This is an optimization exercise on Yosys and OpenROAD, whose aim is small area, not a production implementation. In this exercise RTL edits were held to simulation tests only and were not proved equivalent to the original.

==> flow/design.v, too long to show whole: its modules and the start of the top module <==
// module ha: 7 lines
// module gt31: 99 lines
// module sub8: 58 lines
// module add26: 187 lines
// module lzc26: 126 lines
// module fa: 7 lines
// module aoi222: 6 lines
// module cpa48: 256 lines
// module mv_mul_4x4_fp32: 1645 lines
module mv_mul_4x4_fp32 (
    input  logic        clk,
    input  logic        rst,
    input  logic        m_valid,
    input  logic [31:0] m00_i, m01_i, m02_i, m03_i,
    input  logic [31:0] m10_i, m11_i, m12_i, m13_i,
    input  logic [31:0] m20_i, m21_i, m22_i, m23_i,
    input  logic [31:0] m30_i, m31_i, m32_i, m33_i,
    input  logic        in_valid,
    input  logic [31:0] vx, vy, vz, vw,
    output logic        out_valid,
    output logic [31:0] ox, oy, oz, ow
);
  // ...
==> flow/run.sh <==
#!/bin/bash
# synth_recipe.tcl (not shown) runs the flow's synth.tcl, then flattens the netlist and writes it again
# the make line also repeats each setting of config.mk as NAME=value (left out here)
make -C /OpenROAD-flow-scripts/flow DESIGN_CONFIG=/design/flow/config.mk WORK_HOME=/design/flow/orfs CLKGATE_MAP_FILE= SYNTH_SCRIPT=/design/flow/synth_recipe.tcl finish
==> flow/config.mk <==
export PLATFORM = sky130hd
export DESIGN_NAME = mv_mul_4x4_fp32
export DESIGN_NICKNAME = mv_mul_4x4_fp32
export VERILOG_FILES = /design/flow/design.v
export SDC_FILE = /design/flow/constraint.sdc
export NUM_CORES = 8
export LEC_CHECK = 0
export CAP_MARGIN = 20
export CORE_MARGIN = 2
export CORE_UTILIZATION = 33
export PLACE_DENSITY = 0.4
export SLEW_MARGIN = 20
export SYNTH_HIERARCHICAL = 1
==> flow/constraint.sdc <==
create_clock -name core_clock -period 16.0 [get_ports {clk}]
set_input_delay 3.2000 -clock core_clock [delete_from_list [all_inputs] [get_ports {clk}]]
set_output_delay 3.2000 -clock core_clock [all_outputs]
set_load 0.01 [all_outputs]
==> impl_metrics.toml, run 1 <==
[layout]
multi_input_area_share_pct = 77.7
num_antenna_cells = 221
final_nets = 35346
multi_input_gates = 24290
nNonClkInverters = 1202
seq_cells = 1283
clk_share_pct = 2.09
final_common_cell = "a222oi_1"
drive_gt1_share_pct = 13.0

[placed_design]
dp_hpwl_mm = 1120
place_congestion = 0.981
numPlacedInstances = 39754

[global_routing]
grt_pass1_wl_mm = 2160
met1_usage_pct = 47.4

[sta]
final.setup.tns_ns = 0
rsz0062_at_grt = "false"

[setup_path]
reg2reg_depth = 52
reg2reg_setup_slack_ns = 0.81
path_buf_inv = 6
critPathSlowestCell = "clkdlybuf4s50_1"

[cts]
cts_max_level = 4
clk_pin_slew_ns = 0.06
clockBufferDepth = 4
cts_resized = 0
clock_latency_ns = 1.09

[outcome]
outcome = "timing/DRC/antenna clean"

[yosys]
avgSynthCellArea_um2 = 9.96

[detailed_routing]
drc = 0
finalWirelength_mm = 1530
==> run 2: changes to the inputs <==
--- a/flow/design.v
+++ b/flow/design.v
@@ -774,16 +774,17 @@
         wire [31:0] b = v[32*c +: 32];
         wire        bh = |b[30:23];
         wire [23:0] bm = {bh, b[22:0]};
         wire [7:0]  ebp = {b[30:24], b[23] | ~bh} + 8'd129;
         wire        bz  = b[30:0] == 31'd0;
         logic [25:0] tb;
         wire  [24:0] tb_a = {1'b0, bm};
         wire  [24:0] tb_b = {bm, 1'b0};
+        logic [24:0] tb_s;
         logic [24:0] tb_g, tb_p;
         ha tb_h0 (.a(tb_a[0]), .b(tb_b[0]), .s(tb_p[0]), .co(tb_g[0]));
         ha tb_h1 (.a(tb_a[1]), .b(tb_b[1]), .s(tb_p[1]), .co(tb_g[1]));
         ha tb_h2 (.a(tb_a[2]), .b(tb_b[2]), .s(tb_p[2]), .co(tb_g[2]));
         ha tb_h3 (.a(tb_a[3]), .b(tb_b[3]), .s(tb_p[3]), .co(tb_g[3]));
         ha tb_h4 (.a(tb_a[4]), .b(tb_b[4]), .s(tb_p[4]), .co(tb_g[4]));
         ha tb_h5 (.a(tb_a[5]), .b(tb_b[5]), .s(tb_p[5]), .co(tb_g[5]));
         ha tb_h6 (.a(tb_a[6]), .b(tb_b[6]), .s(tb_p[6]), .co(tb_g[6]));
@@ -968,42 +969,43 @@
         logic tb_G41;
         assign tb_G41 = tb_g[22] | (tb_p[22] & tb_G30);
         logic tb_P41;
         assign tb_P41 = tb_p[22] & tb_P30;
         logic tb_G42;
         assign tb_G42 = tb_g[24] | (tb_p[24] & tb_G23);
         logic tb_P42;
         assign tb_P42 = tb_p[24] & tb_P23;
-        assign tb[24:0][0] = tb_p[0];
-        assign tb[24:0][1] = tb_p[1] ^ tb_g[0];
-        assign tb[24:0][2] = tb_p[2] ^ tb_G1;
-        assign tb[24:0][3] = tb_p[3] ^ tb_G31;
-        assign tb[24:0][4] = tb_p[4] ^ tb_G13;
-        assign tb[24:0][5] = tb_p[5] ^ tb_G32;
-        assign tb[24:0][6] = tb_p[6] ^ tb_G26;
-        assign tb[24:0][7] = tb_p[7] ^ tb_G33;
-        assign tb[24:0][8] = tb_p[8] ^ tb_G19;
-        assign tb[24:0][9] = tb_p[9] ^ tb_G34;
-        assign tb[24:0][10] = tb_p[10] ^ tb_G27;
-        assign tb[24:0][11] = tb_p[11] ^ tb_G35;
-        assign tb[24:0][12] = tb_p[12] ^ tb_G24;
-        assign tb[24:0][13] = tb_p[13] ^ tb_G36;
-        assign tb[24:0][14] = tb_p[14] ^ tb_G28;
-        assign tb[24:0][15] = tb_p[15] ^ tb_G37;
-        assign tb[24:0][16] = tb_p[16] ^ tb_G22;
-        assign tb[24:0][17] = tb_p[17] ^ tb_G38;
-        assign tb[24:0][18] = tb_p[18] ^ tb_G29;
-        assign tb[24:0][19] = tb_p[19] ^ tb_G39;
-        assign tb[24:0][20] = tb_p[20] ^ tb_G25;
-        assign tb[24:0][21] = tb_p[21] ^ tb_G40;
-        assign tb[24:0][22] = tb_p[22] ^ tb_G30;
-        assign tb[24:0][23] = tb_p[23] ^ tb_G41;
-        assign tb[24:0][24] = tb_p[24] ^ tb_G23;
+        assign tb_s[0] = tb_p[0];
+        assign tb_s[1] = tb_p[1] ^ tb_g[0];
+        assign tb_s[2] = tb_p[2] ^ tb_G1;
+        assign tb_s[3] = tb_p[3] ^ tb_G31;
+        assign tb_s[4] = tb_p[4] ^ tb_G13;
+        assign tb_s[5] = tb_p[5] ^ tb_G32;
+        assign tb_s[6] = tb_p[6] ^ tb_G26;
+        assign tb_s[7] = tb_p[7] ^ tb_G33;
+        assign tb_s[8] = tb_p[8] ^ tb_G19;
+        assign tb_s[9] = tb_p[9] ^ tb_G34;
+        assign tb_s[10] = tb_p[10] ^ tb_G27;
+        assign tb_s[11] = tb_p[11] ^ tb_G35;
+        assign tb_s[12] = tb_p[12] ^ tb_G24;
+        assign tb_s[13] = tb_p[13] ^ tb_G36;
+        assign tb_s[14] = tb_p[14] ^ tb_G28;
+        assign tb_s[15] = tb_p[15] ^ tb_G37;
+        assign tb_s[16] = tb_p[16] ^ tb_G22;
+        assign tb_s[17] = tb_p[17] ^ tb_G38;
+        assign tb_s[18] = tb_p[18] ^ tb_G29;
+        assign tb_s[19] = tb_p[19] ^ tb_G39;
+        assign tb_s[20] = tb_p[20] ^ tb_G25;
+        assign tb_s[21] = tb_p[21] ^ tb_G40;
+        assign tb_s[22] = tb_p[22] ^ tb_G30;
+        assign tb_s[23] = tb_p[23] ^ tb_G41;
+        assign tb_s[24] = tb_p[24] ^ tb_G23;
         assign tb[25] = tb_G42;
+        assign tb[24:0] = tb_s;
         for (genvar r = 0; r < 4; r++) begin : g_row
             wire  [31:0] a = m_sel[32*(4*r+c) +: 32];
             logic [31:0] y;
             logic [23:0] ma;
             logic [11:0] s1, s2, s3;
             logic [47:0] xn, yn;
             logic [24:0] phn;             
             logic [24:0] ph;              
==> flow/flow/run.sh (new file) <==
#!/bin/bash
# The standard layout (the standard.sh: ORFS from synthesis to the routed layout, with the
# standard synthesis), with one change: the buffer that global placement puts on every input
# and output port is the smallest buffer cell, sky130_fd_sc_hd__buf_1, instead of the delay
# buffer the flow picks by default. Later repair steps may still resize these buffers.
# ORFS writes each step's full log under orfs/logs/; make's own output goes to make.log.
set -euo pipefail
export BUFFER_PORTS_ARGS="-buffer_cell sky130_fd_sc_hd__buf_1"
bash standard.sh finish > make.log 2>&1
==> flow/standard.sh (new file) <==
#!/bin/bash
# synth_recipe.tcl (not shown) runs the flow's synth.tcl, then flattens the netlist and writes it again
# the make line also repeats each setting of config.mk as NAME=value (left out here)
make -C /OpenROAD-flow-scripts/flow DESIGN_CONFIG=/design/flow/config.mk WORK_HOME=/design/flow/orfs CLKGATE_MAP_FILE= SYNTH_SCRIPT=/design/flow/synth_recipe.tcl "${@:-finish}"
==> flow/config.mk (replaced) <==
export PLATFORM = sky130hd
export DESIGN_NAME = mv_mul_4x4_fp32
export DESIGN_NICKNAME = mv_mul_4x4_fp32
export VERILOG_FILES = /design/flow/design.v
export SDC_FILE = /design/flow/constraint.sdc
export NUM_CORES = 8
export LEC_CHECK = 0
export CAP_MARGIN = 20
export CELL_PAD_IN_SITES_DETAIL_PLACEMENT = 2
export CELL_PAD_IN_SITES_GLOBAL_PLACEMENT = 2
export CORE_MARGIN = 2
export CORE_UTILIZATION = 33
export PLACE_DENSITY = 0.4
export SLEW_MARGIN = 20
export SYNTH_HIERARCHICAL = 1
removed: flow/run.sh
==> run 2 against run 1 <==
Against the previous run: count of clock-buffer cells in the layout is 16 higher; critical endpoint is now ow[8]; final cell count rose by 0.32%; fmax is 0.45% higher; core utilization fell by 0.40 points; sequential share of layout area up 0.088 points.
==> impl_metrics.toml, run 2 <==
[outcome]
outcome = "timing/DRC/antenna clean"

[sta]
slew_headroom_pct = 9.50
worst_slew_pin_slew_ns = 1.35
period_minus_slack_ns = 15.33
rsz0062_at_grt = "false"
fin_crit_sh_pct = 95.8
setup_ws_ns = 0.674
final.setup.tns_ns = 0
setup_viol = 0
maxClockFrequency_mhz = 65.2
fin_skew_ns = 0.115
slew_viol_final = 0
hold_violations = 0

[cts]
cts-root-buf = "clkbuf_16"
clock_latency_ns = 1.09
cts_max_level = 4
clock_sink_count = 1283
clk_pin_slew_ns = 0.06
cts_tree = "built"
numCtsBuffers = 189
clockBufferDepth = 4

[setup_path]
critical-path-top-delay-family = "simple AND/OR/NAND/NOR gates"
crit_path_end_kind = "output pin"
r2r_end = "s2_a[254]"
critPathSlowestCell = "mux4_2"
reg2reg_depth = 53
path_buf_inv = 6
worstPathRequired_ns = 12.80
crit_fanout = 24
reg2reg_setup_slack_ns = 0.93
cpMostUsedCell = "ha_1"
slowest_delay_ns = 0.55
start_kind = "flip-flop"
critical_path_class = "flip-flop to output pin"
r2r_start = "s1_p[491]"
crit_arrival_ns = 12.13

[die]
die_area_um2 = 827000
rows = 332
initial_core_util_pct = 33.1
die_h_um = 909
die_w_um = 909
io_pins = 773
core_area_um2 = 817000

[hold_path]
hold_depth = 1
min_to = "out_valid"
hp-start = "s1_valid"
min_path_type = "flip-flop to flip-flop"

[yosys]
avgSynthCellArea_um2 = 9.96
synthCells = 27140
yosys_warnings = 7
synth_area_um2 = 270000

[layout]
final_nets = 35409
drive_gt1_share_pct = 13.4
final_common_cell = "a222oi_1"
area_delta_synth_final_pct = 13.7
final_cell_mix = "4420 x a222oi_1, 3852 x fa_1, 2272 x nand2_1"
stdcell_area_um2 = 307000

[detailed_routing]
antenna_left = 0
drt_iter0_markers = 55395
wire_per_inst_um = 40.5
vias = 284794
finalWirelength_mm = 1640
drt_pass1_iterations = 17
vias_per_cell = 7.04
drc = 0

[global_routing]
antenna_found_initial = 191
track_usage_pct = 37.9
overflow = 0
grt_pass1_vias = 301240
grt_pass1_wl_mm = 2320
grt_max_degree = 99

[placed_design]
placed_area_um2 = 300000
dp_hpwl_mm = 1220
portBuffers = 772
place_ws_ns = 0.656
place_congestion = 1.03

[flow_run]
maxCapViolations = 0
==> run 2: worst reg2reg max path: cells and delay by family (launching register included) <==
family / cells / cell delay [ns]
flops: 1 / 0.34
compound gates: 16 / 3.90
xor+xnor: 3 / 0.60
mux: 2 / 0.86
buf+inv: 4 / 1.25
fa+ha+maj: 12 / 3.93
simple gates: 16 / 3.96
==> run 2: worst max-delay path by stage <==
stage              start         to  slack [ns]  cells after the start
2_1_floorplan      vw[7]  s1_p[382]        1.92                     43
3_3_place_gp       vz[3]  s1_p[349]        0.80                     46
3_5_place_dp       vz[3]  s1_p[349]        0.66                     46
4_1_cts        s2_a[251]      ow[8]        0.53                     42
5_1_grt        s2_a[251]      ow[8]       0.004                     42
6_report       s2_a[251]      ow[8]        0.67                     42
==> run 2: area by class of cell <==
cell class / count / area (um^2)
timing repair buffer: 2186 / 14700
tap: 10855 / 13600
sequential: 1283 / 25700
timing repair inverter: 1 / 5.00
clock buffer: 245 / 5290
inverter: 1202 / 4520
multi-input combinational: 24290 / 242000
clock inverter: 103 / 1320
fill: 88492 / 510000
antenna: 275 / 688
==> run 2: metal layers <==
metal	GRT usage [%]	up-vias	share of wire, %	wire length, um
met1	50.3	148691	40	661000
li1	-	114499	-	-
met3	9.43	3333	11	176000
met4	18.8	94	5.8	94200
met5	0.0347	-	0.042	695
met2	57.6	18177	43	705000
==> run 2: metrics by stage <==
step	util (%)	std cells	hold slack, ns
floorplan	-	27570	0.414
global placement	36.7	39811	0.415
detailed placement	36.7	39812	0.433
CTS	37.5	40160	0.448
global route	37.6	40366	0.458
finish	37.6	40440	0.444
==> run 2: repair_timing <==
action | CTS | global route
hold buffers | 0 | 0
resized for setup | 0 | 9
hold endpoints to repair | 0 | 0
setup buffers | 0 | 0
setup endpoints to repair | 0 | 29

-- static timing again, ports no longer ideal --
No port has a modelled driver above. Below, the same layouts with a new extraction and two added sets of constraints. Step 1 assumes that a clkbuf_16 drives the clock port and a buf_2 every other input. Step 2 times the ports against the registers' clock, not the clock port: input delays grow and output delays shrink by t, the midpoint of the rising clock arrivals with the driver on. Three values: no drivers, after step 1, after step 2; two values: the first two.
run | t (ns) | setup WS [ns] | worst hold slack (ns) | worst data-port slew with drivers (ns) | cell pins on the clock port's net
run 1 | 1.169 | 0.604 / 0.442 / 0.648 | 0.448 / 0.448 / 0.448 | 0.44 | 1
run 2 | 1.169 | 0.674 / 0.519 / 0.605 | 0.444 / 0.444 / 0.444 | 0.38 | 1
After both steps setup and hold are still met in every run listed. The setup slack of run 2, which loses most, moves by -0.155 ns with the drivers and by -0.069 ns with both steps.
